This is an optimization exercise on Yosys and OpenROAD, whose aim is small area and a short achievable clock period, not a production implementation. Only simulation tests tie the RTL to the original design; equivalence was not proved. Power and IR drop assume default switching activity.

**run.sh**
```bash
#!/bin/bash
# synth_recipe.tcl (not shown) runs the flow's synth.tcl, then flattens the netlist and writes it again
# the make line also repeats each setting of config.mk as NAME=value (left out here)
make -C /OpenROAD-flow-scripts/flow DESIGN_CONFIG=/design/flow/config.mk WORK_HOME=/design/flow/orfs CLKGATE_MAP_FILE= SYNTH_SCRIPT=/design/flow/synth_recipe.tcl finish
```
**config.mk**
```make
export PLATFORM = sky130hd
export DESIGN_NAME = multiply_accumulate
export DESIGN_NICKNAME = multiply_accumulate
export VERILOG_FILES = /design/flow/design.v
export SDC_FILE = /design/flow/constraint.sdc
export NUM_CORES = 4
export LEC_CHECK = 0
export CAP_MARGIN = 20
export CORE_MARGIN = 2
export CORE_UTILIZATION = 60
export CTS_BUF_LIST = sky130_fd_sc_hd__clkbuf_4 sky130_fd_sc_hd__clkbuf_8
export SETUP_SLACK_MARGIN = 1.7
export SLEW_MARGIN = 20
```
**constraint.sdc**
```tcl
create_clock -name core_clock -period 4.5 [get_ports {clk}]
set_input_delay 0.9000 -clock core_clock [delete_from_list [all_inputs] [get_ports {clk}]]
set_output_delay 0.9000 -clock core_clock [all_outputs]
set_load 0.01 [all_outputs]
```
**design.v**
```verilog
module multiplier_int(clk, a, one, two, neg, b, p);
  input clk;
  input [15:0] a;
  input [7:0] one, two, neg;
  input [15:0] b;
  output [31:0] p;
  reg [15:0] a_r;
  reg [7:0] one_r, two_r, neg_r;
  wire pp0_0;
  wire pp0_1;
  wire pp0_2;
  wire pp0_3;
  wire pp0_4;
  wire pp0_5;
  wire pp0_6;
  wire pp0_7;
  wire pp0_8;
  wire pp0_9;
  wire pp0_10;
  wire pp0_11;
  wire pp0_12;
  wire pp0_13;
  wire pp0_14;
  wire pp0_15;
  wire pp0_16;
  wire pp1_0;
  wire pp1_1;
  wire pp1_2;
  wire pp1_3;
  wire pp1_4;
  wire pp1_5;
  wire pp1_6;
  wire pp1_7;
  wire pp1_8;
  wire pp1_9;
  wire pp1_10;
  wire pp1_11;
  wire pp1_12;
  wire pp1_13;
  wire pp1_14;
  wire pp1_15;
  wire pp1_16;
  wire pp2_0;
  wire pp2_1;
  wire pp2_2;
  wire pp2_3;
  wire pp2_4;
  wire pp2_5;
  wire pp2_6;
  wire pp2_7;
  wire pp2_8;
  wire pp2_9;
  wire pp2_10;
  wire pp2_11;
  wire pp2_12;
  wire pp2_13;
  wire pp2_14;
  wire pp2_15;
  wire pp2_16;
  wire pp3_0;
  wire pp3_1;
  wire pp3_2;
  wire pp3_3;
  wire pp3_4;
  wire pp3_5;
  wire pp3_6;
  wire pp3_7;
  wire pp3_8;
  wire pp3_9;
  wire pp3_10;
  wire pp3_11;
  wire pp3_12;
  wire pp3_13;
  wire pp3_14;
  wire pp3_15;
  wire pp3_16;
  wire pp4_0;
  wire pp4_1;
  wire pp4_2;
  wire pp4_3;
  wire pp4_4;
  wire pp4_5;
  wire pp4_6;
  wire pp4_7;
  wire pp4_8;
  wire pp4_9;
  wire pp4_10;
  wire pp4_11;
  wire pp4_12;
  wire pp4_13;
  wire pp4_14;
  wire pp4_15;
  wire pp4_16;
  wire pp5_0;
  wire pp5_1;
  wire pp5_2;
  wire pp5_3;
  wire pp5_4;
  wire pp5_5;
  wire pp5_6;
  wire pp5_7;
  wire pp5_8;
  wire pp5_9;
  wire pp5_10;
  wire pp5_11;
  wire pp5_12;
  wire pp5_13;
  wire pp5_14;
  wire pp5_15;
  wire pp5_16;
  wire pp6_0;
  wire pp6_1;
  wire pp6_2;
  wire pp6_3;
  wire pp6_4;
  wire pp6_5;
  wire pp6_6;
  wire pp6_7;
  wire pp6_8;
  wire pp6_9;
  wire pp6_10;
  wire pp6_11;
  wire pp6_12;
  wire pp6_13;
  wire pp6_14;
  wire pp6_15;
  wire pp6_16;
  wire pp7_0;
  wire pp7_1;
  wire pp7_2;
  wire pp7_3;
  wire pp7_4;
  wire pp7_5;
  wire pp7_6;
  wire pp7_7;
  wire pp7_8;
  wire pp7_9;
  wire pp7_10;
  wire pp7_11;
  wire pp7_12;
  wire pp7_13;
  wire pp7_14;
  wire pp7_15;
  wire pp7_16;
  wire s1;
  wire c2;
  wire s3;
  wire c4;
  wire s5;
  wire c6;
  wire s7;
  wire c8;
  wire s9;
  wire c10;
  wire s11;
  wire c12;
  wire s13;
  wire c14;
  wire s15;
  wire c16;
  wire s17;
  wire c18;
  wire s19;
  wire c20;
  wire s21;
  wire c22;
  wire s23;
  wire c24;
  wire s25;
  wire c26;
  wire s27;
  wire c28;
  wire s29;
  wire c30;
  wire s31;
  wire c32;
  wire s33;
  wire c34;
  wire s35;
  wire c36;
  wire s37;
  wire c38;
  wire s39;
  wire c40;
  wire s41;
  wire c42;
  wire s43;
  wire c44;
  wire s45;
  wire c46;
  wire s47;
  wire c48;
  wire s49;
  wire c50;
  wire s51;
  wire c52;
  wire s53;
  wire c54;
  wire s55;
  wire c56;
  wire s57;
  wire c58;
  wire s59;
  wire c60;
  wire s61;
  wire c62;
  wire s63;
  wire c64;
  wire s65;
  wire c66;
  wire s67;
  wire c68;
  wire s69;
  wire c70;
  wire s71;
  wire c72;
  wire s73;
  wire c74;
  wire s75;
  wire c76;
  wire s77;
  wire c78;
  wire s79;
  wire c80;
  wire s81;
  wire c82;
  wire s83;
  wire c84;
  wire s85;
  wire c86;
  wire s87;
  wire c88;
  wire s89;
  wire c90;
  wire s91;
  wire c92;
  wire s93;
  wire c94;
  wire s95;
  wire c96;
  wire s97;
  wire c98;
  wire s99;
  wire c100;
  wire s101;
  wire c102;
  wire s103;
  wire c104;
  wire s105;
  wire c106;
  wire s107;
  wire c108;
  wire s109;
  wire c110;
  wire s111;
  wire c112;
  wire s113;
  wire c114;
  wire s115;
  wire c116;
  wire s117;
  wire c118;
  wire s119;
  wire c120;
  wire s121;
  wire c122;
  wire s123;
  wire c124;
  wire s125;
  wire c126;
  wire s127;
  wire c128;
  wire s129;
  wire c130;
  wire s131;
  wire c132;
  wire s133;
  wire c134;
  wire s135;
  wire c136;
  wire s137;
  wire c138;
  wire s139;
  wire c140;
  wire s141;
  wire c142;
  wire s143;
  wire c144;
  wire s145;
  wire c146;
  wire s147;
  wire c148;
  wire s149;
  wire c150;
  wire s151;
  wire c152;
  wire s153;
  wire c154;
  wire s155;
  wire c156;
  wire s157;
  wire c158;
  wire s159;
  wire c160;
  wire s161;
  wire c162;
  wire s163;
  wire c164;
  wire s165;
  wire c166;
  wire s167;
  wire c168;
  wire s169;
  wire c170;
  wire s171;
  wire c172;
  wire s173;
  wire c174;
  wire s175;
  wire c176;
  wire s177;
  wire c178;
  wire s179;
  wire c180;
  wire s181;
  wire c182;
  wire s183;
  wire c184;
  wire s185;
  wire c186;
  wire s187;
  wire c188;
  wire s189;
  wire c190;
  wire s191;
  wire c192;
  wire s193;
  wire c194;
  wire s195;
  wire c196;
  wire s197;
  wire c198;
  wire s199;
  wire c200;
  wire s201;
  wire c202;
  wire s203;
  wire c204;
  wire s205;
  wire c206;
  wire s207;
  wire c208;
  wire s209;
  wire c210;
  wire s211;
  wire c212;
  wire s213;
  wire c214;
  wire s215;
  wire c216;
  wire s217;
  wire c218;
  wire s219;
  wire c220;
  wire s221;
  wire c222;
  wire s223;
  wire c224;
  reg t3_0_0;
  reg t3_0_1;
  reg t3_1_0;
  reg t3_2_0;
  reg t3_2_1;
  reg t3_2_2;
  reg t3_3_0;
  reg t3_3_1;
  reg t3_4_0;
  reg t3_4_1;
  reg t3_4_2;
  reg t3_5_0;
  reg t3_5_1;
  reg t3_5_2;
  reg t3_6_0;
  reg t3_6_1;
  reg t3_6_2;
  reg t3_7_0;
  reg t3_7_1;
  reg t3_7_2;
  reg t3_8_0;
  reg t3_8_1;
  reg t3_8_2;
  reg t3_9_0;
  reg t3_9_1;
  reg t3_9_2;
  reg t3_10_0;
  reg t3_10_1;
  reg t3_10_2;
  reg t3_11_0;
  reg t3_11_1;
  reg t3_11_2;
  reg t3_12_0;
  reg t3_12_1;
  reg t3_12_2;
  reg t3_13_0;
  reg t3_13_1;
  reg t3_13_2;
  reg t3_14_0;
  reg t3_14_1;
  reg t3_14_2;
  reg t3_15_0;
  reg t3_15_1;
  reg t3_15_2;
  reg t3_16_0;
  reg t3_16_1;
  reg t3_16_2;
  reg t3_17_0;
  reg t3_17_1;
  reg t3_17_2;
  reg t3_18_0;
  reg t3_18_1;
  reg t3_18_2;
  reg t3_19_0;
  reg t3_19_1;
  reg t3_19_2;
  reg t3_20_0;
  reg t3_20_1;
  reg t3_20_2;
  reg t3_21_0;
  reg t3_21_1;
  reg t3_21_2;
  reg t3_22_0;
  reg t3_22_1;
  reg t3_22_2;
  reg t3_23_0;
  reg t3_23_1;
  reg t3_23_2;
  reg t3_24_0;
  reg t3_24_1;
  reg t3_24_2;
  reg t3_25_0;
  reg t3_25_1;
  reg t3_25_2;
  reg t3_26_0;
  reg t3_26_1;
  reg t3_26_2;
  reg t3_27_0;
  reg t3_27_2;
  reg t3_28_0;
  reg t3_28_1;
  reg t3_28_2;
  reg t3_29_0;
  reg t3_30_0;
  always @(posedge clk) begin
    a_r <= a;
    one_r <= one; two_r <= two; neg_r <= neg;
    t3_0_0 <= pp0_0;
    t3_0_1 <= neg_r[0];
    t3_1_0 <= pp0_1;
    t3_2_0 <= pp0_2;
    t3_2_1 <= pp1_0;
    t3_2_2 <= neg_r[1];
    t3_3_0 <= pp0_3;
    t3_3_1 <= pp1_1;
    t3_4_0 <= s121;
    t3_4_1 <= pp2_0;
    t3_4_2 <= neg_r[2];
    t3_5_0 <= s123;
    t3_5_1 <= pp2_1;
    t3_5_2 <= c122;
    t3_6_0 <= s125;
    t3_6_1 <= neg_r[3];
    t3_6_2 <= c124;
    t3_7_0 <= s127;
    t3_7_1 <= c50;
    t3_7_2 <= c126;
    t3_8_0 <= s129;
    t3_8_1 <= c52;
    t3_8_2 <= c128;
    t3_9_0 <= s131;
    t3_9_1 <= c56;
    t3_9_2 <= c130;
    t3_10_0 <= s133;
    t3_10_1 <= c60;
    t3_10_2 <= c132;
    t3_11_0 <= s135;
    t3_11_1 <= c64;
    t3_11_2 <= c134;
    t3_12_0 <= s137;
    t3_12_1 <= c68;
    t3_12_2 <= c136;
    t3_13_0 <= s139;
    t3_13_1 <= c72;
    t3_13_2 <= c138;
    t3_14_0 <= s141;
    t3_14_1 <= c76;
    t3_14_2 <= c140;
    t3_15_0 <= s143;
    t3_15_1 <= c80;
    t3_15_2 <= c142;
    t3_16_0 <= s145;
    t3_16_1 <= c84;
    t3_16_2 <= c144;
    t3_17_0 <= s147;
    t3_17_1 <= c88;
    t3_17_2 <= c146;
    t3_18_0 <= s149;
    t3_18_1 <= c92;
    t3_18_2 <= c148;
    t3_19_0 <= s151;
    t3_19_1 <= c96;
    t3_19_2 <= c150;
    t3_20_0 <= s153;
    t3_20_1 <= c100;
    t3_20_2 <= c152;
    t3_21_0 <= s155;
    t3_21_1 <= c104;
    t3_21_2 <= c154;
    t3_22_0 <= s157;
    t3_22_1 <= c108;
    t3_22_2 <= c156;
    t3_23_0 <= s159;
    t3_23_1 <= c112;
    t3_23_2 <= c158;
    t3_24_0 <= s161;
    t3_24_1 <= c116;
    t3_24_2 <= c160;
    t3_25_0 <= s163;
    t3_25_1 <= c118;
    t3_25_2 <= c162;
    t3_26_0 <= s165;
    t3_26_1 <= c120;
    t3_26_2 <= c164;
    t3_27_0 <= s167;
    t3_27_2 <= c166;
    t3_28_0 <= pp6_16;
    t3_28_1 <= pp7_14;
    t3_28_2 <= c168;
    t3_29_0 <= pp7_15;
    t3_30_0 <= pp7_16;
  end
  assign pp0_0 = (one_r[0] & a_r[0]) ^ neg_r[0];
  assign pp0_1 = ((one_r[0] & a_r[1]) | (two_r[0] & a_r[0])) ^ neg_r[0];
  assign pp0_2 = ((one_r[0] & a_r[2]) | (two_r[0] & a_r[1])) ^ neg_r[0];
  assign pp0_3 = ((one_r[0] & a_r[3]) | (two_r[0] & a_r[2])) ^ neg_r[0];
  assign pp0_4 = ((one_r[0] & a_r[4]) | (two_r[0] & a_r[3])) ^ neg_r[0];
  assign pp0_5 = ((one_r[0] & a_r[5]) | (two_r[0] & a_r[4])) ^ neg_r[0];
  assign pp0_6 = ((one_r[0] & a_r[6]) | (two_r[0] & a_r[5])) ^ neg_r[0];
  assign pp0_7 = ((one_r[0] & a_r[7]) | (two_r[0] & a_r[6])) ^ neg_r[0];
  assign pp0_8 = ((one_r[0] & a_r[8]) | (two_r[0] & a_r[7])) ^ neg_r[0];
  assign pp0_9 = ((one_r[0] & a_r[9]) | (two_r[0] & a_r[8])) ^ neg_r[0];
  assign pp0_10 = ((one_r[0] & a_r[10]) | (two_r[0] & a_r[9])) ^ neg_r[0];
  assign pp0_11 = ((one_r[0] & a_r[11]) | (two_r[0] & a_r[10])) ^ neg_r[0];
  assign pp0_12 = ((one_r[0] & a_r[12]) | (two_r[0] & a_r[11])) ^ neg_r[0];
  assign pp0_13 = ((one_r[0] & a_r[13]) | (two_r[0] & a_r[12])) ^ neg_r[0];
  assign pp0_14 = ((one_r[0] & a_r[14]) | (two_r[0] & a_r[13])) ^ neg_r[0];
  assign pp0_15 = ((one_r[0] & a_r[15]) | (two_r[0] & a_r[14])) ^ neg_r[0];
  assign pp0_16 = ~(((one_r[0] & a_r[15]) | (two_r[0] & a_r[15])) ^ neg_r[0]);
  assign pp1_0 = (one_r[1] & a_r[0]) ^ neg_r[1];
  assign pp1_1 = ((one_r[1] & a_r[1]) | (two_r[1] & a_r[0])) ^ neg_r[1];
  assign pp1_2 = ((one_r[1] & a_r[2]) | (two_r[1] & a_r[1])) ^ neg_r[1];
  assign pp1_3 = ((one_r[1] & a_r[3]) | (two_r[1] & a_r[2])) ^ neg_r[1];
  assign pp1_4 = ((one_r[1] & a_r[4]) | (two_r[1] & a_r[3])) ^ neg_r[1];
  assign pp1_5 = ((one_r[1] & a_r[5]) | (two_r[1] & a_r[4])) ^ neg_r[1];
  assign pp1_6 = ((one_r[1] & a_r[6]) | (two_r[1] & a_r[5])) ^ neg_r[1];
  assign pp1_7 = ((one_r[1] & a_r[7]) | (two_r[1] & a_r[6])) ^ neg_r[1];
  assign pp1_8 = ((one_r[1] & a_r[8]) | (two_r[1] & a_r[7])) ^ neg_r[1];
  assign pp1_9 = ((one_r[1] & a_r[9]) | (two_r[1] & a_r[8])) ^ neg_r[1];
  assign pp1_10 = ((one_r[1] & a_r[10]) | (two_r[1] & a_r[9])) ^ neg_r[1];
  assign pp1_11 = ((one_r[1] & a_r[11]) | (two_r[1] & a_r[10])) ^ neg_r[1];
  assign pp1_12 = ((one_r[1] & a_r[12]) | (two_r[1] & a_r[11])) ^ neg_r[1];
  assign pp1_13 = ((one_r[1] & a_r[13]) | (two_r[1] & a_r[12])) ^ neg_r[1];
  assign pp1_14 = ((one_r[1] & a_r[14]) | (two_r[1] & a_r[13])) ^ neg_r[1];
  assign pp1_15 = ((one_r[1] & a_r[15]) | (two_r[1] & a_r[14])) ^ neg_r[1];
  assign pp1_16 = ~(((one_r[1] & a_r[15]) | (two_r[1] & a_r[15])) ^ neg_r[1]);
  assign pp2_0 = (one_r[2] & a_r[0]) ^ neg_r[2];
  assign pp2_1 = ((one_r[2] & a_r[1]) | (two_r[2] & a_r[0])) ^ neg_r[2];
  assign pp2_2 = ((one_r[2] & a_r[2]) | (two_r[2] & a_r[1])) ^ neg_r[2];
  assign pp2_3 = ((one_r[2] & a_r[3]) | (two_r[2] & a_r[2])) ^ neg_r[2];
  assign pp2_4 = ((one_r[2] & a_r[4]) | (two_r[2] & a_r[3])) ^ neg_r[2];
  assign pp2_5 = ((one_r[2] & a_r[5]) | (two_r[2] & a_r[4])) ^ neg_r[2];
  assign pp2_6 = ((one_r[2] & a_r[6]) | (two_r[2] & a_r[5])) ^ neg_r[2];
  assign pp2_7 = ((one_r[2] & a_r[7]) | (two_r[2] & a_r[6])) ^ neg_r[2];
  assign pp2_8 = ((one_r[2] & a_r[8]) | (two_r[2] & a_r[7])) ^ neg_r[2];
  assign pp2_9 = ((one_r[2] & a_r[9]) | (two_r[2] & a_r[8])) ^ neg_r[2];
  assign pp2_10 = ((one_r[2] & a_r[10]) | (two_r[2] & a_r[9])) ^ neg_r[2];
  assign pp2_11 = ((one_r[2] & a_r[11]) | (two_r[2] & a_r[10])) ^ neg_r[2];
  assign pp2_12 = ((one_r[2] & a_r[12]) | (two_r[2] & a_r[11])) ^ neg_r[2];
  assign pp2_13 = ((one_r[2] & a_r[13]) | (two_r[2] & a_r[12])) ^ neg_r[2];
  assign pp2_14 = ((one_r[2] & a_r[14]) | (two_r[2] & a_r[13])) ^ neg_r[2];
  assign pp2_15 = ((one_r[2] & a_r[15]) | (two_r[2] & a_r[14])) ^ neg_r[2];
  assign pp2_16 = ~(((one_r[2] & a_r[15]) | (two_r[2] & a_r[15])) ^ neg_r[2]);
  assign pp3_0 = (one_r[3] & a_r[0]) ^ neg_r[3];
  assign pp3_1 = ((one_r[3] & a_r[1]) | (two_r[3] & a_r[0])) ^ neg_r[3];
  assign pp3_2 = ((one_r[3] & a_r[2]) | (two_r[3] & a_r[1])) ^ neg_r[3];
  assign pp3_3 = ((one_r[3] & a_r[3]) | (two_r[3] & a_r[2])) ^ neg_r[3];
  assign pp3_4 = ((one_r[3] & a_r[4]) | (two_r[3] & a_r[3])) ^ neg_r[3];
  assign pp3_5 = ((one_r[3] & a_r[5]) | (two_r[3] & a_r[4])) ^ neg_r[3];
  assign pp3_6 = ((one_r[3] & a_r[6]) | (two_r[3] & a_r[5])) ^ neg_r[3];
  assign pp3_7 = ((one_r[3] & a_r[7]) | (two_r[3] & a_r[6])) ^ neg_r[3];
  assign pp3_8 = ((one_r[3] & a_r[8]) | (two_r[3] & a_r[7])) ^ neg_r[3];
  assign pp3_9 = ((one_r[3] & a_r[9]) | (two_r[3] & a_r[8])) ^ neg_r[3];
  assign pp3_10 = ((one_r[3] & a_r[10]) | (two_r[3] & a_r[9])) ^ neg_r[3];
  assign pp3_11 = ((one_r[3] & a_r[11]) | (two_r[3] & a_r[10])) ^ neg_r[3];
  assign pp3_12 = ((one_r[3] & a_r[12]) | (two_r[3] & a_r[11])) ^ neg_r[3];
  assign pp3_13 = ((one_r[3] & a_r[13]) | (two_r[3] & a_r[12])) ^ neg_r[3];
  assign pp3_14 = ((one_r[3] & a_r[14]) | (two_r[3] & a_r[13])) ^ neg_r[3];
  assign pp3_15 = ((one_r[3] & a_r[15]) | (two_r[3] & a_r[14])) ^ neg_r[3];
  assign pp3_16 = ~(((one_r[3] & a_r[15]) | (two_r[3] & a_r[15])) ^ neg_r[3]);
  assign pp4_0 = (one_r[4] & a_r[0]) ^ neg_r[4];
  assign pp4_1 = ((one_r[4] & a_r[1]) | (two_r[4] & a_r[0])) ^ neg_r[4];
  assign pp4_2 = ((one_r[4] & a_r[2]) | (two_r[4] & a_r[1])) ^ neg_r[4];
  assign pp4_3 = ((one_r[4] & a_r[3]) | (two_r[4] & a_r[2])) ^ neg_r[4];
  assign pp4_4 = ((one_r[4] & a_r[4]) | (two_r[4] & a_r[3])) ^ neg_r[4];
  assign pp4_5 = ((one_r[4] & a_r[5]) | (two_r[4] & a_r[4])) ^ neg_r[4];
  assign pp4_6 = ((one_r[4] & a_r[6]) | (two_r[4] & a_r[5])) ^ neg_r[4];
  assign pp4_7 = ((one_r[4] & a_r[7]) | (two_r[4] & a_r[6])) ^ neg_r[4];
  assign pp4_8 = ((one_r[4] & a_r[8]) | (two_r[4] & a_r[7])) ^ neg_r[4];
  assign pp4_9 = ((one_r[4] & a_r[9]) | (two_r[4] & a_r[8])) ^ neg_r[4];
  assign pp4_10 = ((one_r[4] & a_r[10]) | (two_r[4] & a_r[9])) ^ neg_r[4];
  assign pp4_11 = ((one_r[4] & a_r[11]) | (two_r[4] & a_r[10])) ^ neg_r[4];
  assign pp4_12 = ((one_r[4] & a_r[12]) | (two_r[4] & a_r[11])) ^ neg_r[4];
  assign pp4_13 = ((one_r[4] & a_r[13]) | (two_r[4] & a_r[12])) ^ neg_r[4];
  assign pp4_14 = ((one_r[4] & a_r[14]) | (two_r[4] & a_r[13])) ^ neg_r[4];
  assign pp4_15 = ((one_r[4] & a_r[15]) | (two_r[4] & a_r[14])) ^ neg_r[4];
  assign pp4_16 = ~(((one_r[4] & a_r[15]) | (two_r[4] & a_r[15])) ^ neg_r[4]);
  assign pp5_0 = (one_r[5] & a_r[0]) ^ neg_r[5];
  assign pp5_1 = ((one_r[5] & a_r[1]) | (two_r[5] & a_r[0])) ^ neg_r[5];
  assign pp5_2 = ((one_r[5] & a_r[2]) | (two_r[5] & a_r[1])) ^ neg_r[5];
  assign pp5_3 = ((one_r[5] & a_r[3]) | (two_r[5] & a_r[2])) ^ neg_r[5];
  assign pp5_4 = ((one_r[5] & a_r[4]) | (two_r[5] & a_r[3])) ^ neg_r[5];
  assign pp5_5 = ((one_r[5] & a_r[5]) | (two_r[5] & a_r[4])) ^ neg_r[5];
  assign pp5_6 = ((one_r[5] & a_r[6]) | (two_r[5] & a_r[5])) ^ neg_r[5];
  assign pp5_7 = ((one_r[5] & a_r[7]) | (two_r[5] & a_r[6])) ^ neg_r[5];
  assign pp5_8 = ((one_r[5] & a_r[8]) | (two_r[5] & a_r[7])) ^ neg_r[5];
  assign pp5_9 = ((one_r[5] & a_r[9]) | (two_r[5] & a_r[8])) ^ neg_r[5];
  assign pp5_10 = ((one_r[5] & a_r[10]) | (two_r[5] & a_r[9])) ^ neg_r[5];
  assign pp5_11 = ((one_r[5] & a_r[11]) | (two_r[5] & a_r[10])) ^ neg_r[5];
  assign pp5_12 = ((one_r[5] & a_r[12]) | (two_r[5] & a_r[11])) ^ neg_r[5];
  assign pp5_13 = ((one_r[5] & a_r[13]) | (two_r[5] & a_r[12])) ^ neg_r[5];
  assign pp5_14 = ((one_r[5] & a_r[14]) | (two_r[5] & a_r[13])) ^ neg_r[5];
  assign pp5_15 = ((one_r[5] & a_r[15]) | (two_r[5] & a_r[14])) ^ neg_r[5];
  assign pp5_16 = ~(((one_r[5] & a_r[15]) | (two_r[5] & a_r[15])) ^ neg_r[5]);
  assign pp6_0 = (one_r[6] & a_r[0]) ^ neg_r[6];
  assign pp6_1 = ((one_r[6] & a_r[1]) | (two_r[6] & a_r[0])) ^ neg_r[6];
  assign pp6_2 = ((one_r[6] & a_r[2]) | (two_r[6] & a_r[1])) ^ neg_r[6];
  assign pp6_3 = ((one_r[6] & a_r[3]) | (two_r[6] & a_r[2])) ^ neg_r[6];
  assign pp6_4 = ((one_r[6] & a_r[4]) | (two_r[6] & a_r[3])) ^ neg_r[6];
  assign pp6_5 = ((one_r[6] & a_r[5]) | (two_r[6] & a_r[4])) ^ neg_r[6];
  assign pp6_6 = ((one_r[6] & a_r[6]) | (two_r[6] & a_r[5])) ^ neg_r[6];
  assign pp6_7 = ((one_r[6] & a_r[7]) | (two_r[6] & a_r[6])) ^ neg_r[6];
  assign pp6_8 = ((one_r[6] & a_r[8]) | (two_r[6] & a_r[7])) ^ neg_r[6];
  assign pp6_9 = ((one_r[6] & a_r[9]) | (two_r[6] & a_r[8])) ^ neg_r[6];
  assign pp6_10 = ((one_r[6] & a_r[10]) | (two_r[6] & a_r[9])) ^ neg_r[6];
  assign pp6_11 = ((one_r[6] & a_r[11]) | (two_r[6] & a_r[10])) ^ neg_r[6];
  assign pp6_12 = ((one_r[6] & a_r[12]) | (two_r[6] & a_r[11])) ^ neg_r[6];
  assign pp6_13 = ((one_r[6] & a_r[13]) | (two_r[6] & a_r[12])) ^ neg_r[6];
  assign pp6_14 = ((one_r[6] & a_r[14]) | (two_r[6] & a_r[13])) ^ neg_r[6];
  assign pp6_15 = ((one_r[6] & a_r[15]) | (two_r[6] & a_r[14])) ^ neg_r[6];
  assign pp6_16 = ~(((one_r[6] & a_r[15]) | (two_r[6] & a_r[15])) ^ neg_r[6]);
  assign pp7_0 = (one_r[7] & a_r[0]) ^ neg_r[7];
  assign pp7_1 = ((one_r[7] & a_r[1]) | (two_r[7] & a_r[0])) ^ neg_r[7];
  assign pp7_2 = ((one_r[7] & a_r[2]) | (two_r[7] & a_r[1])) ^ neg_r[7];
  assign pp7_3 = ((one_r[7] & a_r[3]) | (two_r[7] & a_r[2])) ^ neg_r[7];
  assign pp7_4 = ((one_r[7] & a_r[4]) | (two_r[7] & a_r[3])) ^ neg_r[7];
  assign pp7_5 = ((one_r[7] & a_r[5]) | (two_r[7] & a_r[4])) ^ neg_r[7];
  assign pp7_6 = ((one_r[7] & a_r[6]) | (two_r[7] & a_r[5])) ^ neg_r[7];
  assign pp7_7 = ((one_r[7] & a_r[7]) | (two_r[7] & a_r[6])) ^ neg_r[7];
  assign pp7_8 = ((one_r[7] & a_r[8]) | (two_r[7] & a_r[7])) ^ neg_r[7];
  assign pp7_9 = ((one_r[7] & a_r[9]) | (two_r[7] & a_r[8])) ^ neg_r[7];
  assign pp7_10 = ((one_r[7] & a_r[10]) | (two_r[7] & a_r[9])) ^ neg_r[7];
  assign pp7_11 = ((one_r[7] & a_r[11]) | (two_r[7] & a_r[10])) ^ neg_r[7];
  assign pp7_12 = ((one_r[7] & a_r[12]) | (two_r[7] & a_r[11])) ^ neg_r[7];
  assign pp7_13 = ((one_r[7] & a_r[13]) | (two_r[7] & a_r[12])) ^ neg_r[7];
  assign pp7_14 = ((one_r[7] & a_r[14]) | (two_r[7] & a_r[13])) ^ neg_r[7];
  assign pp7_15 = ((one_r[7] & a_r[15]) | (two_r[7] & a_r[14])) ^ neg_r[7];
  assign pp7_16 = ~(((one_r[7] & a_r[15]) | (two_r[7] & a_r[15])) ^ neg_r[7]);
  assign s1 = pp0_10 ^ pp1_8;
  assign c2 = pp0_10 & pp1_8;
  assign s3 = pp0_11 ^ pp1_9;
  assign c4 = pp0_11 & pp1_9;
  assign s5 = pp0_12 ^ pp1_10 ^ pp2_8;
  assign c6 = (pp0_12 & pp1_10) | (pp0_12 & pp2_8) | (pp1_10 & pp2_8);
  assign s7 = pp3_6 ^ pp4_4;
  assign c8 = pp3_6 & pp4_4;
  assign s9 = pp0_13 ^ pp1_11 ^ pp2_9;
  assign c10 = (pp0_13 & pp1_11) | (pp0_13 & pp2_9) | (pp1_11 & pp2_9);
  assign s11 = pp3_7 ^ pp4_5;
  assign c12 = pp3_7 & pp4_5;
  assign s13 = pp0_14 ^ pp1_12 ^ pp2_10;
  assign c14 = (pp0_14 & pp1_12) | (pp0_14 & pp2_10) | (pp1_12 & pp2_10);
  assign s15 = pp3_8 ^ pp4_6 ^ pp5_4;
  assign c16 = (pp3_8 & pp4_6) | (pp3_8 & pp5_4) | (pp4_6 & pp5_4);
  assign s17 = pp6_2 ^ pp7_0;
  assign c18 = pp6_2 & pp7_0;
  assign s19 = pp0_15 ^ pp1_13 ^ pp2_11;
  assign c20 = (pp0_15 & pp1_13) | (pp0_15 & pp2_11) | (pp1_13 & pp2_11);
  assign s21 = pp3_9 ^ pp4_7 ^ pp5_5;
  assign c22 = (pp3_9 & pp4_7) | (pp3_9 & pp5_5) | (pp4_7 & pp5_5);
  assign s23 = pp6_3 ^ pp7_1;
  assign c24 = pp6_3 & pp7_1;
  assign s25 = pp0_16 ^ pp1_14 ^ pp2_12;
  assign c26 = (pp0_16 & pp1_14) | (pp0_16 & pp2_12) | (pp1_14 & pp2_12);
  assign s27 = pp3_10 ^ pp4_8 ^ pp5_6;
  assign c28 = (pp3_10 & pp4_8) | (pp3_10 & pp5_6) | (pp4_8 & pp5_6);
  assign s29 = pp6_4 ^ pp7_2 ^ 1'b1;
  assign c30 = (pp6_4 & pp7_2) | (pp6_4 & 1'b1) | (pp7_2 & 1'b1);
  assign s31 = pp1_15 ^ pp2_13 ^ pp3_11;
  assign c32 = (pp1_15 & pp2_13) | (pp1_15 & pp3_11) | (pp2_13 & pp3_11);
  assign s33 = pp4_9 ^ pp5_7 ^ pp6_5;
  assign c34 = (pp4_9 & pp5_7) | (pp4_9 & pp6_5) | (pp5_7 & pp6_5);
  assign s35 = pp7_3 ^ 1'b1;
  assign c36 = pp7_3 & 1'b1;
  assign s37 = pp1_16 ^ pp2_14 ^ pp3_12;
  assign c38 = (pp1_16 & pp2_14) | (pp1_16 & pp3_12) | (pp2_14 & pp3_12);
  assign s39 = pp4_10 ^ pp5_8 ^ pp6_6;
  assign c40 = (pp4_10 & pp5_8) | (pp4_10 & pp6_6) | (pp5_8 & pp6_6);
  assign s41 = pp2_15 ^ pp3_13 ^ pp4_11;
  assign c42 = (pp2_15 & pp3_13) | (pp2_15 & pp4_11) | (pp3_13 & pp4_11);
  assign s43 = pp5_9 ^ pp6_7;
  assign c44 = pp5_9 & pp6_7;
  assign s45 = pp2_16 ^ pp3_14 ^ pp4_12;
  assign c46 = (pp2_16 & pp3_14) | (pp2_16 & pp4_12) | (pp3_14 & pp4_12);
  assign s47 = pp3_15 ^ pp4_13;
  assign c48 = pp3_15 & pp4_13;
  assign s49 = pp0_6 ^ pp1_4;
  assign c50 = pp0_6 & pp1_4;
  assign s51 = pp0_7 ^ pp1_5;
  assign c52 = pp0_7 & pp1_5;
  assign s53 = pp0_8 ^ pp1_6 ^ pp2_4;
  assign c54 = (pp0_8 & pp1_6) | (pp0_8 & pp2_4) | (pp1_6 & pp2_4);
  assign s55 = pp3_2 ^ pp4_0;
  assign c56 = pp3_2 & pp4_0;
  assign s57 = pp0_9 ^ pp1_7 ^ pp2_5;
  assign c58 = (pp0_9 & pp1_7) | (pp0_9 & pp2_5) | (pp1_7 & pp2_5);
  assign s59 = pp3_3 ^ pp4_1;
  assign c60 = pp3_3 & pp4_1;
  assign s61 = s1 ^ pp2_6 ^ pp3_4;
  assign c62 = (s1 & pp2_6) | (s1 & pp3_4) | (pp2_6 & pp3_4);
  assign s63 = pp4_2 ^ pp5_0 ^ neg_r[5];
  assign c64 = (pp4_2 & pp5_0) | (pp4_2 & neg_r[5]) | (pp5_0 & neg_r[5]);
  assign s65 = s3 ^ pp2_7 ^ pp3_5;
  assign c66 = (s3 & pp2_7) | (s3 & pp3_5) | (pp2_7 & pp3_5);
  assign s67 = pp4_3 ^ pp5_1 ^ c2;
  assign c68 = (pp4_3 & pp5_1) | (pp4_3 & c2) | (pp5_1 & c2);
  assign s69 = s5 ^ s7 ^ pp5_2;
  assign c70 = (s5 & s7) | (s5 & pp5_2) | (s7 & pp5_2);
  assign s71 = pp6_0 ^ neg_r[6] ^ c4;
  assign c72 = (pp6_0 & neg_r[6]) | (pp6_0 & c4) | (neg_r[6] & c4);
  assign s73 = s9 ^ s11 ^ pp5_3;
  assign c74 = (s9 & s11) | (s9 & pp5_3) | (s11 & pp5_3);
  assign s75 = pp6_1 ^ c6 ^ c8;
  assign c76 = (pp6_1 & c6) | (pp6_1 & c8) | (c6 & c8);
  assign s77 = s13 ^ s15 ^ s17;
  assign c78 = (s13 & s15) | (s13 & s17) | (s15 & s17);
  assign s79 = neg_r[7] ^ c10 ^ c12;
  assign c80 = (neg_r[7] & c10) | (neg_r[7] & c12) | (c10 & c12);
  assign s81 = s19 ^ s21 ^ s23;
  assign c82 = (s19 & s21) | (s19 & s23) | (s21 & s23);
  assign s83 = c14 ^ c16 ^ c18;
  assign c84 = (c14 & c16) | (c14 & c18) | (c16 & c18);
  assign s85 = s25 ^ s27 ^ s29;
  assign c86 = (s25 & s27) | (s25 & s29) | (s27 & s29);
  assign s87 = c20 ^ c22 ^ c24;
  assign c88 = (c20 & c22) | (c20 & c24) | (c22 & c24);
  assign s89 = s31 ^ s33 ^ s35;
  assign c90 = (s31 & s33) | (s31 & s35) | (s33 & s35);
  assign s91 = c26 ^ c28 ^ c30;
  assign c92 = (c26 & c28) | (c26 & c30) | (c28 & c30);
  assign s93 = s37 ^ s39 ^ pp7_4;
  assign c94 = (s37 & s39) | (s37 & pp7_4) | (s39 & pp7_4);
  assign s95 = c32 ^ c34 ^ c36;
  assign c96 = (c32 & c34) | (c32 & c36) | (c34 & c36);
  assign s97 = s41 ^ s43 ^ pp7_5;
  assign c98 = (s41 & s43) | (s41 & pp7_5) | (s43 & pp7_5);
  assign s99 = 1'b1 ^ c38 ^ c40;
  assign c100 = (1'b1 & c38) | (1'b1 & c40) | (c38 & c40);
  assign s101 = s45 ^ pp5_10 ^ pp6_8;
  assign c102 = (s45 & pp5_10) | (s45 & pp6_8) | (pp5_10 & pp6_8);
  assign s103 = pp7_6 ^ c42 ^ c44;
  assign c104 = (pp7_6 & c42) | (pp7_6 & c44) | (c42 & c44);
  assign s105 = s47 ^ pp5_11 ^ pp6_9;
  assign c106 = (s47 & pp5_11) | (s47 & pp6_9) | (pp5_11 & pp6_9);
  assign s107 = pp7_7 ^ 1'b1 ^ c46;
  assign c108 = (pp7_7 & 1'b1) | (pp7_7 & c46) | (1'b1 & c46);
  assign s109 = pp3_16 ^ pp4_14 ^ pp5_12;
  assign c110 = (pp3_16 & pp4_14) | (pp3_16 & pp5_12) | (pp4_14 & pp5_12);
  assign s111 = pp6_10 ^ pp7_8 ^ c48;
  assign c112 = (pp6_10 & pp7_8) | (pp6_10 & c48) | (pp7_8 & c48);
  assign s113 = pp4_15 ^ pp5_13 ^ pp6_11;
  assign c114 = (pp4_15 & pp5_13) | (pp4_15 & pp6_11) | (pp5_13 & pp6_11);
  assign s115 = pp7_9 ^ 1'b1;
  assign c116 = pp7_9 & 1'b1;
  assign s117 = pp4_16 ^ pp5_14 ^ pp6_12;
  assign c118 = (pp4_16 & pp5_14) | (pp4_16 & pp6_12) | (pp5_14 & pp6_12);
  assign s119 = pp5_15 ^ pp6_13;
  assign c120 = pp5_15 & pp6_13;
  assign s121 = pp0_4 ^ pp1_2;
  assign c122 = pp0_4 & pp1_2;
  assign s123 = pp0_5 ^ pp1_3;
  assign c124 = pp0_5 & pp1_3;
  assign s125 = s49 ^ pp2_2 ^ pp3_0;
  assign c126 = (s49 & pp2_2) | (s49 & pp3_0) | (pp2_2 & pp3_0);
  assign s127 = s51 ^ pp2_3 ^ pp3_1;
  assign c128 = (s51 & pp2_3) | (s51 & pp3_1) | (pp2_3 & pp3_1);
  assign s129 = s53 ^ s55 ^ neg_r[4];
  assign c130 = (s53 & s55) | (s53 & neg_r[4]) | (s55 & neg_r[4]);
  assign s131 = s57 ^ s59 ^ c54;
  assign c132 = (s57 & s59) | (s57 & c54) | (s59 & c54);
  assign s133 = s61 ^ s63 ^ c58;
  assign c134 = (s61 & s63) | (s61 & c58) | (s63 & c58);
  assign s135 = s65 ^ s67 ^ c62;
  assign c136 = (s65 & s67) | (s65 & c62) | (s67 & c62);
  assign s137 = s69 ^ s71 ^ c66;
  assign c138 = (s69 & s71) | (s69 & c66) | (s71 & c66);
  assign s139 = s73 ^ s75 ^ c70;
  assign c140 = (s73 & s75) | (s73 & c70) | (s75 & c70);
  assign s141 = s77 ^ s79 ^ c74;
  assign c142 = (s77 & s79) | (s77 & c74) | (s79 & c74);
  assign s143 = s81 ^ s83 ^ c78;
  assign c144 = (s81 & s83) | (s81 & c78) | (s83 & c78);
  assign s145 = s85 ^ s87 ^ c82;
  assign c146 = (s85 & s87) | (s85 & c82) | (s87 & c82);
  assign s147 = s89 ^ s91 ^ c86;
  assign c148 = (s89 & s91) | (s89 & c86) | (s91 & c86);
  assign s149 = s93 ^ s95 ^ c90;
  assign c150 = (s93 & s95) | (s93 & c90) | (s95 & c90);
  assign s151 = s97 ^ s99 ^ c94;
  assign c152 = (s97 & s99) | (s97 & c94) | (s99 & c94);
  assign s153 = s101 ^ s103 ^ c98;
  assign c154 = (s101 & s103) | (s101 & c98) | (s103 & c98);
  assign s155 = s105 ^ s107 ^ c102;
  assign c156 = (s105 & s107) | (s105 & c102) | (s107 & c102);
  assign s157 = s109 ^ s111 ^ c106;
  assign c158 = (s109 & s111) | (s109 & c106) | (s111 & c106);
  assign s159 = s113 ^ s115 ^ c110;
  assign c160 = (s113 & s115) | (s113 & c110) | (s115 & c110);
  assign s161 = s117 ^ pp7_10 ^ c114;
  assign c162 = (s117 & pp7_10) | (s117 & c114) | (pp7_10 & c114);
  assign s163 = s119 ^ pp7_11 ^ 1'b1;
  assign c164 = (s119 & pp7_11) | (s119 & 1'b1) | (pp7_11 & 1'b1);
  assign s165 = pp5_16 ^ pp6_14 ^ pp7_12;
  assign c166 = (pp5_16 & pp6_14) | (pp5_16 & pp7_12) | (pp6_14 & pp7_12);
  assign s167 = pp6_15 ^ pp7_13;
  assign c168 = pp6_15 & pp7_13;
  assign s169 = t3_2_0 ^ t3_2_1;
  assign c170 = t3_2_0 & t3_2_1;
  assign s171 = t3_3_0 ^ t3_3_1;
  assign c172 = t3_3_0 & t3_3_1;
  assign s173 = t3_4_0 ^ t3_4_1 ^ t3_4_2;
  assign c174 = (t3_4_0 & t3_4_1) | (t3_4_0 & t3_4_2) | (t3_4_1 & t3_4_2);
  assign s175 = t3_5_0 ^ t3_5_1 ^ t3_5_2;
  assign c176 = (t3_5_0 & t3_5_1) | (t3_5_0 & t3_5_2) | (t3_5_1 & t3_5_2);
  assign s177 = t3_6_0 ^ t3_6_1 ^ t3_6_2;
  assign c178 = (t3_6_0 & t3_6_1) | (t3_6_0 & t3_6_2) | (t3_6_1 & t3_6_2);
  assign s179 = t3_7_0 ^ t3_7_1 ^ t3_7_2;
  assign c180 = (t3_7_0 & t3_7_1) | (t3_7_0 & t3_7_2) | (t3_7_1 & t3_7_2);
  assign s181 = t3_8_0 ^ t3_8_1 ^ t3_8_2;
  assign c182 = (t3_8_0 & t3_8_1) | (t3_8_0 & t3_8_2) | (t3_8_1 & t3_8_2);
  assign s183 = t3_9_0 ^ t3_9_1 ^ t3_9_2;
  assign c184 = (t3_9_0 & t3_9_1) | (t3_9_0 & t3_9_2) | (t3_9_1 & t3_9_2);
  assign s185 = t3_10_0 ^ t3_10_1 ^ t3_10_2;
  assign c186 = (t3_10_0 & t3_10_1) | (t3_10_0 & t3_10_2) | (t3_10_1 & t3_10_2);
  assign s187 = t3_11_0 ^ t3_11_1 ^ t3_11_2;
  assign c188 = (t3_11_0 & t3_11_1) | (t3_11_0 & t3_11_2) | (t3_11_1 & t3_11_2);
  assign s189 = t3_12_0 ^ t3_12_1 ^ t3_12_2;
  assign c190 = (t3_12_0 & t3_12_1) | (t3_12_0 & t3_12_2) | (t3_12_1 & t3_12_2);
  assign s191 = t3_13_0 ^ t3_13_1 ^ t3_13_2;
  assign c192 = (t3_13_0 & t3_13_1) | (t3_13_0 & t3_13_2) | (t3_13_1 & t3_13_2);
  assign s193 = t3_14_0 ^ t3_14_1 ^ t3_14_2;
  assign c194 = (t3_14_0 & t3_14_1) | (t3_14_0 & t3_14_2) | (t3_14_1 & t3_14_2);
  assign s195 = t3_15_0 ^ t3_15_1 ^ t3_15_2;
  assign c196 = (t3_15_0 & t3_15_1) | (t3_15_0 & t3_15_2) | (t3_15_1 & t3_15_2);
  assign s197 = t3_16_0 ^ t3_16_1 ^ t3_16_2;
  assign c198 = (t3_16_0 & t3_16_1) | (t3_16_0 & t3_16_2) | (t3_16_1 & t3_16_2);
  assign s199 = t3_17_0 ^ t3_17_1 ^ t3_17_2;
  assign c200 = (t3_17_0 & t3_17_1) | (t3_17_0 & t3_17_2) | (t3_17_1 & t3_17_2);
  assign s201 = t3_18_0 ^ t3_18_1 ^ t3_18_2;
  assign c202 = (t3_18_0 & t3_18_1) | (t3_18_0 & t3_18_2) | (t3_18_1 & t3_18_2);
  assign s203 = t3_19_0 ^ t3_19_1 ^ t3_19_2;
  assign c204 = (t3_19_0 & t3_19_1) | (t3_19_0 & t3_19_2) | (t3_19_1 & t3_19_2);
  assign s205 = t3_20_0 ^ t3_20_1 ^ t3_20_2;
  assign c206 = (t3_20_0 & t3_20_1) | (t3_20_0 & t3_20_2) | (t3_20_1 & t3_20_2);
  assign s207 = t3_21_0 ^ t3_21_1 ^ t3_21_2;
  assign c208 = (t3_21_0 & t3_21_1) | (t3_21_0 & t3_21_2) | (t3_21_1 & t3_21_2);
  assign s209 = t3_22_0 ^ t3_22_1 ^ t3_22_2;
  assign c210 = (t3_22_0 & t3_22_1) | (t3_22_0 & t3_22_2) | (t3_22_1 & t3_22_2);
  assign s211 = t3_23_0 ^ t3_23_1 ^ t3_23_2;
  assign c212 = (t3_23_0 & t3_23_1) | (t3_23_0 & t3_23_2) | (t3_23_1 & t3_23_2);
  assign s213 = t3_24_0 ^ t3_24_1 ^ t3_24_2;
  assign c214 = (t3_24_0 & t3_24_1) | (t3_24_0 & t3_24_2) | (t3_24_1 & t3_24_2);
  assign s215 = t3_25_0 ^ t3_25_1 ^ t3_25_2;
  assign c216 = (t3_25_0 & t3_25_1) | (t3_25_0 & t3_25_2) | (t3_25_1 & t3_25_2);
  assign s217 = t3_26_0 ^ t3_26_1 ^ t3_26_2;
  assign c218 = (t3_26_0 & t3_26_1) | (t3_26_0 & t3_26_2) | (t3_26_1 & t3_26_2);
  assign s219 = t3_27_0 ^ 1'b1 ^ t3_27_2;
  assign c220 = (t3_27_0 & 1'b1) | (t3_27_0 & t3_27_2) | (1'b1 & t3_27_2);
  assign s221 = t3_28_0 ^ t3_28_1 ^ t3_28_2;
  assign c222 = (t3_28_0 & t3_28_1) | (t3_28_0 & t3_28_2) | (t3_28_1 & t3_28_2);
  assign s223 = t3_29_0 ^ 1'b1;
  assign c224 = t3_29_0 & 1'b1;
  wire [31:0] rowA = {1'b1, t3_30_0, s223, s221, s219, s217, s215, s213, s211, s209, s207, s205, s203, s201, s199, s197, s195, s193, s191, s189, s187, s185, s183, s181, s179, s177, s175, s173, s171, s169, t3_1_0, t3_0_0};
  wire [31:0] rowB = {1'b0, c224, c222, c220, c218, c216, c214, c212, c210, c208, c206, c204, c202, c200, c198, c196, c194, c192, c190, c188, c186, c184, c182, c180, c178, c176, c174, c172, c170, t3_2_2, 1'b0, t3_0_1};
  assign p = rowA + rowB;
endmodule
module multiply_accumulate(
  clk,
  aresetn,
  reset,
  data,
  multi,
  result,
  overflow
);
  parameter I_OPP_W = 16;
  parameter O_OPP_W = 2 * I_OPP_W;
  input clk;
  input aresetn;
  input reset;
  input [I_OPP_W - 1:0] data;
  input [I_OPP_W - 1:0] multi;
  output reg [O_OPP_W - 1:0] result;
  output reg overflow;
  wire [16:0] bx = {multi, 1'b0};
  wire [7:0] one, two, neg;
  genvar g;
  generate for (g = 0; g < 8; g = g + 1) begin : enc
    assign one[g] = bx[2*g+1] ^ bx[2*g];
    assign two[g] = (bx[2*g+2] & ~bx[2*g+1] & ~bx[2*g]) | (~bx[2*g+2] & bx[2*g+1] & bx[2*g]);
    assign neg[g] = bx[2*g+2];
  end endgenerate
  wire [31:0] prod;
  multiplier_int u0(.clk(clk), .a(data), .one(one), .two(two), .neg(neg), .b(multi), .p(prod));
  localparam ND = 15;
  reg [30:0] pd [0:ND-2];
  integer i;
  always @(posedge clk) begin
    pd[0] <= prod[30:0];
    for (i = 1; i < ND - 1; i = i + 1)
      pd[i] <= pd[i-1];
  end
  wire [30:0] pp = pd[ND-2];
  wire [31:0] pfull = {pp[30] & (|pp[29:0]), pp};
  reg [4:0] cnt;
  reg [31:0] q;
  always @(posedge clk, negedge aresetn) begin
    if (aresetn == 0) begin
      cnt <= 0;
      q <= 0;
    end else begin
      if (cnt != 5'd16)
        cnt <= cnt + 5'd1;
      q <= (cnt == 5'd16) ? pfull : 32'd0;
    end
  end
  always @(posedge clk, negedge aresetn) begin
    if (aresetn == 0) begin
      result <= 0;
      overflow <= 0;
    end else if (reset == 1) begin
      result <= 0;
      overflow <= 0;
    end else begin
      result <= result + q;
      overflow <= result[O_OPP_W - 1] ^ q[31];
    end
  end
endmodule
```
==> results of run 1 <==
==> metal layers <==
layer / vias to the layer above / share of wire
met1: 6104 / 0.41
met2: 394 / 0.50
met4: 2 / 0.037
met3: 119 / 0.057
met5: - / 0.00033
li1: 6240 / -
==> cells in the final DEF, fill, tap and decap left out, types with 57 or more instances in the layout <==
cell             Yosys  routed
clkbuf_8             0     115
fa_1                85      84
a22oi_1            124     122
xor2_1              70      70
clkdlybuf4s50_1      0      66
a21oi_1             68      64
inv_1               84      84
nand2_1             57      57
xnor2_1            124     124
dfxtp_1            558     529
dfrtp_1             70      70
ha_1                86      85
==> cell type report <==
cell class | count | area, um^2 | share of cell area
inverter | 84 | 315 | 0.0125
multi-input combinational | 978 | 8460 | 0.335
sequential | 628 | 13000 | 0.514
tap | 468 | 586 | 0.0232
clock inverter | 26 | 368 | 0.0146
clock buffer | 139 | 1760 | 0.0698
timing repair buffer | 83 | 786 | 0.0311
==> worst max-delay path: stages (launching register included) <==
cell and delay (ps):
dfrtp_1 400, ha_1 320, a211o_1 320, a211o_1 310
a21o_4 250, a2111oi_4 510, a31oi_2 190, mux2_1 340
==> where the power goes <==
group / switching, mW / leakage (nW) / total, mW / internal, mW
Combinational: 4.69 / 4.01 / 8.17 / 3.47
Sequential: 0.827 / 5.57 / 9.02 / 8.19
Clock: 2.06 / 1.12 / 5.00 / 2.94
Total: 7.58 / 10.7 / 22.2 / 14.6
==> flip-flops by register name (all words and copies together), names as in the netlist, 5 cells and up <==
register,cells
cnt,5
pd,434
result,32
u0.a_r,16
u0.one_r,8
u0.two_r,8
u0.neg_r,8
q,32
==> cells by family (layout without fill, tap and decap cells) <==
family	after synthesis	in the layout	synth area share
fa+ha+maj	171	171	0.127
flops	628	628	0.589
simple gates	253	253	0.0591
mux	9	9	0.00456
compound gates	351	351	0.110
xor+xnor	194	194	0.0775
buf+inv	187	332	0.0330
==> synth_stat cells (all sizes together) (2+ instances only) <==
cell / count / share of area
nand3: 17 / 0.0039
nor3: 10 / 0.0023
and2: 38 / 0.011
clkbuf: 95 / 0.016
inv: 84 / 0.014
nor3b: 2 / 0.00068
o21bai: 4 / 0.0014
fa: 85 / 0.078
o22ai: 2 / 0.00057
or2: 2 / 0.00057
a221oi: 6 / 0.0024
a21oi: 68 / 0.016
o21a: 12 / 0.0041
a211oi: 8 / 0.0027
a2111o: 2 / 0.0010
xnor2: 124 / 0.050
a211o: 5 / 0.0020
o211ai: 6 / 0.0021
nand2b: 10 / 0.0029
mux2: 8 / 0.0041
nand3b: 7 / 0.0024
a22oi: 124 / 0.042
ha: 86 / 0.049
a31oi: 11 / 0.0031
buf: 8 / 0.0024
o31ai: 2 / 0.00068
nor2b: 11 / 0.0031
o21ai: 47 / 0.011
o221ai: 7 / 0.0028
dfxtp: 558 / 0.51
nand4: 16 / 0.0046
nor4: 9 / 0.0026
a311o: 2 / 0.00091
a21boi: 5 / 0.0017
and4: 3 / 0.0012
and3: 10 / 0.0029
nor2: 55 / 0.0094
nor4b: 2 / 0.00080
dfrtp: 70 / 0.080
o2111ai: 3 / 0.0012
xor2: 70 / 0.028
o211a: 3 / 0.0014
or3: 2 / 0.00057
a21o: 25 / 0.0087
nand2: 57 / 0.0098
==> metrics by stage <==
stage	utilization	total power, mW	cell area [um^2]	instances
global route	0.695	23.8	25200	2406
CTS	0.690	22.1	25100	2402
global placement	0.629	16.7	22900	2237
floorplan	-	14.8	22000	1793
finish	0.695	22.2	25200	2406
detailed placement	0.629	16.9	22900	2237
==> worst max path at each step <==
stage	start	end	slack, ps	cells past startpoint
2_1_floorplan	u0.one_r[1]	u0.t3_14_0	1710	9
3_3_place_gp	u0.t3_5_2	pd[0][30]	1380	8
3_5_place_dp	u0.t3_5_2	pd[0][30]	1370	8
4_1_cts	u0.t3_5_2	pd[0][30]	1610	8
5_1_grt	u0.t3_4_2	pd[0][27]	1570	8
6_report	result[1]	result[25]	1740	7
==> repair_timing <==
action,CTS,global route
pin swaps,1,9
resized for setup,34,31
endpoints found under the setup margin,30,26
gates cloned,0,0
buffers inserted,0,4
==> metrics.cfg, run 1 <==
[synth]
yosys_register_bits=628
synth_edf_count=0
ys_seq_area_frac=0.589
avgSynthCellArea_um2=12.2
synthesis.area_um2=21900
yosysUniqueCellTypes=62
syn_nets=1999
yosysWarnings=3
syn_inst=1793
yosys_most_used_dff=dfxtp_1
async_reset_ff_frac=0.111

[sta]
finalCritPeriodShare=0.614
finClkSkew_ps=18.6
fmax_mhz=362
final-hold-violation-count=0
drv_slew=0
slew_headroom=0.396
holdWs_ps=311
setup_slack_ps=1740
finalSetupTns_ps=0
setup_viol=0
timing.final.crit_period_ps=2760
worst_pin_slew_ps=906
rsz0062_at_grt=true

[route]
ant_nets=0
vias_per_cell=5.34
num_vias=12859
dr.pass1.iters=5
drt_iter0_drc=480
routedWlPerCell_um=16.2
wl_um=38900
drc=0

[floorplanning]
placementRows=70
dieWidth_um=195
start_util=0.603
die-area_um2=38100
fp.coreArea_um2=36300
die_h_um=195
io-pin-count=68

[clock_tree]
clk_path_buf_depth=3
cts_sinks=628
cts_tree=built
postCtsHoldBufs=0
cts_max_level=3
cts_inserted_buffers=94
clock_latency_ps=650
clk_pin_slew_ps=60
root_buffer=clkbuf_8

[grt]
use_met3=0.0501
grt_pass1_wl_um=64300
globalRouteMet2Util=0.368
use_met1=0.238
grt_pass1_vias=13268
grt_usage=0.210
grt_max_degree=41
antenna_found_initial=1
grt-busiest-layer=met2
overflow=0

[min_path]
hp-class=reg2reg
whs_path_depth=0
holdPathEnd=pd[6][9]
min_from=pd[5][9]

[placement]
dp_slack_ps=1370
place_hpwl_um=26600
io_buffers=67
place_congestion=0.865

[critical_path]
reg2reg_depth=7
critPathLaunchType=flop
r2r_slack_ps=1740
required_ps=5010
rr_startpoint=result[1]
endpoint_kind=flop
critPathMaxFanout=4
cp_data_arrival_time_ps=3270
critical_path_class=reg2reg
regToRegEndpoint=result[25]

[final_layout]
fillers=2595
area_delta_synth_final_pct=15.1
diodes=0
nets=2075
drive_gt1_frac=0.127

[run]
cap_violations=0

[power_and_ir_drop]
power.leakage_nw=10.7
power_density_nw_per_um2=879
peakVddDrop_mv=0.317

[run_status]
status=timing/DRC/antenna clean

==> run 2, diff against run 1 <==
--- a/config.mk
+++ b/config.mk
@@ -7,7 +7,9 @@
 export LEC_CHECK = 0
 export CAP_MARGIN = 20
 export CORE_MARGIN = 2
-export CORE_UTILIZATION = 60
-export CTS_BUF_LIST = sky130_fd_sc_hd__clkbuf_4 sky130_fd_sc_hd__clkbuf_8
-export SETUP_SLACK_MARGIN = 1.7
+export CORE_UTILIZATION = 65
+export CTS_BUF_LIST = sky130_fd_sc_hd__clkbuf_8 sky130_fd_sc_hd__clkbuf_16
+export CTS_CLUSTER_DIAMETER = 50
+export CTS_CLUSTER_SIZE = 20
+export SETUP_SLACK_MARGIN = 2.0
 export SLEW_MARGIN = 20
==> metrics.cfg, run 2 <==
[run_status]
status=timing/DRC/antenna clean

[sta]
final-hold-violation-count=0
worst_pin_slew_ps=712
fmax_mhz=377
timing.final.crit_period_ps=2650
finalSetupTns_ps=0
finClkSkew_ps=30.8
setup_viol=0
drv_slew=0
slew_headroom=0.525
finalCritPeriodShare=0.589
rsz0062_at_grt=true
holdWs_ps=308

[route]
ant_nets=0
drc=0
drt_iter0_drc=736
num_vias=13498
wl_um=44300
routedWlPerCell_um=18.4
vias_per_cell=5.61
dr.pass1.iters=5

[floorplanning]
dieWidth_um=188
io-pin-count=68
fp.coreArea_um2=33400
start_util=0.657
die-area_um2=35200
die_h_um=188
placementRows=67

[min_path]
hp-class=reg2reg
min_from=pd[2][24]
holdPathEnd=pd[3][24]
whs_path_depth=0

[final_layout]
diodes=0
largestRegisters=pd (434), q (32), result (32)
nets=2135
most-common-layout-cells=dfxtp_1 (522), xnor2_1 (115), buf_4 (107)
layout_commonest_cell=dfxtp_1
drive_gt1_frac=0.203
max_flop_register=pd
largest_reg_flops=434
area_delta_synth_final_pct=20.7

[power_and_ir_drop]
peakVddDrop_mv=0.439
power.leakage_nw=11.0
power_density_nw_per_um2=903

[synth]
avgSynthCellArea_um2=12.2
synth_area_leaders=dfxtp_1 (51%), dfrtp_1 (8.0%), fa_1 (7.8%)
ys_seq_area_frac=0.589
synthesis.area_um2=21900
yosysUniqueCellTypes=62
yosys.area.top_type=dfxtp_1
synth_top_area_frac=0.509
syn_inst=1793
yosys_most_used_dff=dfxtp_1
async_reset_ff_frac=0.111
syn_nets=1999
yosysMostFrequentCell=dfxtp_1
synth_edf_count=0
yosys_register_bits=628
yosysWarnings=3
ys_top_cells_by_count=dfxtp_1 (558), a22oi_1 (124), xnor2_1 (124), clkbuf_1 (95), ha_1 (86)

[grt]
grt_pass1_wl_um=67400
grt_max_degree=41
antenna_found_initial=0
overflow=0
grt_usage=0.237
grt_pass1_vias=13650

[critical_path]
rr_startpoint=u0.t3_5_0
required_ps=5030
critPathLaunchType=flop
cp_data_arrival_time_ps=3180
critPathMaxFanout=5
reg2reg_depth=9
endpoint_kind=flop
regToRegEndpoint=pd[0][20]
r2r_slack_ps=1850
critical_path_class=reg2reg

[clock_tree]
cts_tree=built
postCtsHoldBufs=0
clk_pin_slew_ps=80
cts_sinks=628
cts_max_level=2
clock_latency_ps=600
root_buffer=clkbuf_16
clk_path_buf_depth=3
cts_inserted_buffers=49

[run]
cap_violations=0

[placement]
place_hpwl_um=26600
io_buffers=67
place_congestion=0.909

-- run 2: cell counts after synthesis --
No cell type changed its count.
-- run 2: through the flow --
| stage | total power [mW] | utilization | instances | cell area, um^2 | worst slack, ps |
|---|---|---|---|---|---|
| after floorplan | 14.8 | - | 1793 | 22500 | 1960 |
| after global placement | 16.6 | 0.690 | 2216 | 23000 | 1460 |
| after detailed placement | 17.0 | 0.690 | 2216 | 23000 | 1420 |
| after CTS | 22.2 | 0.767 | 2357 | 25600 | 1820 |
| after global routing | 25.3 | 0.794 | 2406 | 26500 | 1790 |
| final | 23.9 | 0.794 | 2406 | 26500 | 1850 |
-- run 2: per-layer routing --
metal  global-route usage  up-vias  wire length, um
met3               0.0401      148             2180
met1                0.273     6559            17500
met4                0.124        0             1900
met2                0.424      457            22700
met5                    0        -                0
li1                     -     6334                -
-- run 2: cell families after synthesis --
kind of cell	share of synthesized area
flip-flops	0.589
AO/OA/AOI/OAI	0.110
AND/OR/NAND/NOR	0.0591
XOR/XNOR	0.0775
buffers and inverters	0.0330
adder cells (fa/ha/maj)	0.127
multiplexers	0.00456
-- run 2: critical path, stage by stage, from the launching register on --
cell and delay, ps:
dfxtp_1 320, fa_1 600, ha_4 240, a21oi_2 200, o31ai_4 120, o221ai_4 330
buf_4 190, o21ai_4 80, a2111o_1 420, nand3_1 90
-- run 2: where the power goes --
part           leakage (nW)  internal (mW)  total (mW)  switching, mW
Clock                 0.790           2.17        4.26           2.10
Combinational          4.65           4.75        10.6           5.81
Sequential             5.58           8.19        9.09          0.902
-- run 2: what timing repair did --
action / 4_1_cts / 5_1_grt
setup buffers: 61 / 49
cloned: 0 / 0
resized for setup: 148 / 108
endpoints found under the hold margin: 0 / 0
pin swaps: 40 / 57
setup endpoints to repair: 54 / 52
-- run 2: worst max path at each step --
| stage | slack (ps) | endpoint | from | cells past startpoint |
|---|---|---|---|---|
| finish | 1850 | pd[0][20] | u0.t3_5_0 | 9 |
| global route | 1790 | result[25] | result[1] | 7 |
| CTS | 1820 | result[25] | result[1] | 7 |
| detailed placement | 1420 | pd[0][27] | u0.t3_6_2 | 8 |
| global placement | 1460 | pd[0][27] | u0.t3_6_2 | 8 |
| floorplan | 1960 | u0.t3_18_0 | u0.one_r[3] | 9 |
-- run 2: area by class of cell --
class	count	area [um^2]
clock buffer	50	1240
clock inverter	30	345
fill	1981	6880
inverter	84	315
multi-input combinational	978	9330
sequential	628	13000
tap	448	561
timing repair buffer	188	1650
==> run 3, diff against run 2 <==
==> config.mk (replaced) <==
export PLATFORM = sky130hd
export DESIGN_NAME = multiply_accumulate
export DESIGN_NICKNAME = multiply_accumulate
export VERILOG_FILES = /design/flow/design.v
export SDC_FILE = /design/flow/constraint.sdc
export NUM_CORES = 4
export LEC_CHECK = 0
export ABC_AREA = 1
export CAP_MARGIN = 20
export CORE_MARGIN = 2
export CORE_UTILIZATION = 65
export CTS_BUF_LIST = sky130_fd_sc_hd__clkbuf_8
export CTS_CLUSTER_DIAMETER = 60
export CTS_CLUSTER_SIZE = 15
export SETUP_SLACK_MARGIN = 2.0
export SLEW_MARGIN = 20
==> metrics.cfg, run 3 <==
[run_status]
status=timing/DRC/antenna clean

[sta]
worst_pin_slew_ps=988
finalSetupTns_ps=0
slew_headroom=0.341
fmax_mhz=373
setup_viol=0
timing.final.crit_period_ps=2680
rsz0062_at_grt=true
setup_slack_ps=1820
final-hold-violation-count=0
holdWs_ps=304
drv_slew=0
finClkSkew_ps=53.0
finalCritPeriodShare=0.596

[route]
routedWlPerCell_um=17.5
ant_nets=0
dr.pass1.iters=5
wl_um=49400
num_vias=14721
vias_per_cell=5.22
drt_iter0_drc=712
drc=0

[clock_tree]
clock_latency_ps=660
clk_path_buf_depth=3
cts_sinks=628
clk_pin_slew_ps=90
cts_tree=built
cts_max_level=2
root_buffer=clkbuf_8
cts_inserted_buffers=53

[synth]
yosys_register_bits=628
async_reset_ff_frac=0.111
yosys_most_used_dff=dfxtp_1
yosys.area.top_type=dfxtp_1
syn_nets=2385
synth_edf_count=0
avgSynthCellArea_um2=10.3
synth_top_area_frac=0.497
synth_area_leaders=dfxtp_1 (50%), dfrtp_1 (7.8%), fa_1 (7.6%)
yosysWarnings=3
yosysMostFrequentCell=dfxtp_1
ys_top_cells_by_count=dfxtp_1 (558), nand2_1 (346), inv_1 (309), nor2_1 (160), xor2_1 (153)
ys_seq_area_frac=0.575
syn_inst=2179
synthesis.area_um2=22500
yosysUniqueCellTypes=37

[floorplanning]
io-pin-count=68
start_util=0.655
fp.coreArea_um2=34300
die_h_um=190
placementRows=68
dieWidth_um=190
die-area_um2=36100

[critical_path]
crit_chain=clkinvlp_4 > o22ai_2 > xor2_1 > fa_1 > fa_1 > inv_1 > fa_1
critPathLaunchType=flop
required_ps=5000
cp_data_arrival_time_ps=3180
cp-startpoint=u0.a_r[8]
critPathMaxFanout=5
slowest_delay_ps=490
reg2reg_depth=7
rr_startpoint=u0.a_r[8]
regToRegEndpoint=u0.t3_17_0
crit_top_cell=fa_1
endpoint_kind=flop
slowest_stage=fa_1
crit_end=u0.t3_17_0
r2r_slack_ps=1820
critical_path_class=reg2reg

[power_and_ir_drop]
peakVddDrop_mv=0.370
power_density_nw_per_um2=778
power.leakage_nw=12.3
finalPower_mw=20.1

[min_path]
hp-class=reg2reg
whs_path_depth=0

[final_layout]
fillers=2288
most-common-layout-cells=dfxtp_1 (535), nand2_1 (340), inv_1 (278)
max_flop_register=pd
nets=2550
area_delta_synth_final_pct=15.2
largestRegisters=pd (434), q (32), result (32)
register_area_um2=13000
layout_commonest_cell=dfxtp_1
multi_input_area_um2=8640
diodes=0
drive_gt1_frac=0.143
largest_reg_flops=434

[placement]
place_hpwl_um=34600
dp_slack_ps=1510
io_buffers=67
place_congestion=0.949

[run]
cap_violations=0

[grt]
grt_usage=0.282
overflow=0
grt_max_degree=38
grt_pass1_wl_um=78300
grt_pass1_vias=15677
antenna_found_initial=0

run 3: cell count changes in the layout (fill, tap and decap cells not counted), sizes merged, moves of 17 or more:
cell	before	now
buf	121	87
clkdlybuf4s50	64	47
clkinvlp	2	21
nand3	17	43
a21o	25	1
nand2	57	361
and2	38	1
xor2	70	153
xnor2	124	11
nor2	55	163
a22oi	124	0
inv	106	319
o22ai	2	120
run 3: worst min-delay path by stage:
stage / startpoint / end / slack, ps
after floorplan: pd[9][0] / pd[10][0] / 310
after global placement: pd[5][26] / pd[6][26] / 310
after detailed placement: pd[9][22] / pd[10][22] / 310
after CTS: pd[5][18] / pd[6][18] / 280
after global routing: pd[3][18] / pd[4][18] / 300
final: pd[3][18] / pd[4][18] / 300
run 3: cell type report:
class,instances,area share
repair buffers,153,0.0554
clock inverters,24,0.00662
multi-input cells,1187,0.334
clock buffers,53,0.0282
inverters,316,0.0513
well taps,455,0.0220
flip-flops and latches,628,0.501
repair inverters,5,0.00131
run 3: worst max-delay path: cells and delay by family (launching register included):
kind	cells	cell delay (ps)
xor gates and xnor gates	1	220
buffers and inverters	2	310
AOI/OAI and AO/OA	1	200
DFF	1	370
adders and majority gates	3	1420
run 3: metal layers:
metal | wire length (um) | global-route usage
met1 | 18200 | 0.295
met2 | 25700 | 0.526
met3 | 2230 | 0.0400
met4 | 3260 | 0.185
met5 | 0 | 0
run 3: cells by family after synthesis:
| group | after synthesis | share of synthesized area |
|---|---|---|
| AOI/OAI and AO/OA | 236 | 0.0610 |
| xor gates and xnor gates | 164 | 0.0639 |
| adders and majority gates | 171 | 0.124 |
| muxes | 8 | 0.00401 |
| DFF | 628 | 0.575 |
| and+or+nand+nor | 608 | 0.111 |
| buffers and inverters | 364 | 0.0619 |
run 3: report_power, final:
part           leakage [nW]  switching [mW]  internal, mW
combinational          6.19            5.26          2.98
clock                 0.492            1.79          1.13
sequential             5.57           0.825          8.15
run 3: through the flow:
step / utilization / area (um^2) / cells
6_report: 0.755 / 25900 / 2821
2_1_floorplan: - / 22800 / 2179
3_5_place_dp: 0.691 / 23700 / 2663
4_1_cts: 0.744 / 25500 / 2808
5_1_grt: 0.755 / 25900 / 2821
3_3_place_gp: 0.691 / 23700 / 2663
run 3: timing repair:
item / CTS / global route
buffers inserted: 63 / 13
setup endpoints to repair: 44 / 43
gates resized for setup: 136 / 70
gates cloned: 5 / 0
hold buffers: 0 / 0
endpoints found under the hold margin: 0 / 0
pin swaps: 43 / 31

-- port drivers added, routing unchanged --
No port has a modelled driver above. Below, the same layouts with a new extraction and two added sets of constraints. Step 1 assumes that a clkbuf_16 drives the clock port and a buf_2 every other input. Step 2 adds t to the input delays and takes it off the output delays; t is the mean of the earliest and latest rising clock arrival at the registers after step 1. Input paths then give back, and output paths get back, about the clock's delay inside the block. Slacks: ideal / step 1 / step 2; pairs: ideal / step 1.
| run | shift t [ns] | setup slack, ns | worst slew at a driven data input, ns |
|---|---|---|---|
| run 1 | 0.688 | 1.739 / 1.739 / 1.611 | 0.03 |
| run 2 | 0.639 | 1.849 / 1.849 / 1.669 | 0.04 |
| run 3 | 0.684 | 1.818 / 1.818 / 1.685 | 0.04 |
After both steps every run listed still meets setup and hold. For run 2, which loses most, drivers alone change the setup slack by 0.000 ns; drivers and shift together by -0.180 ns.
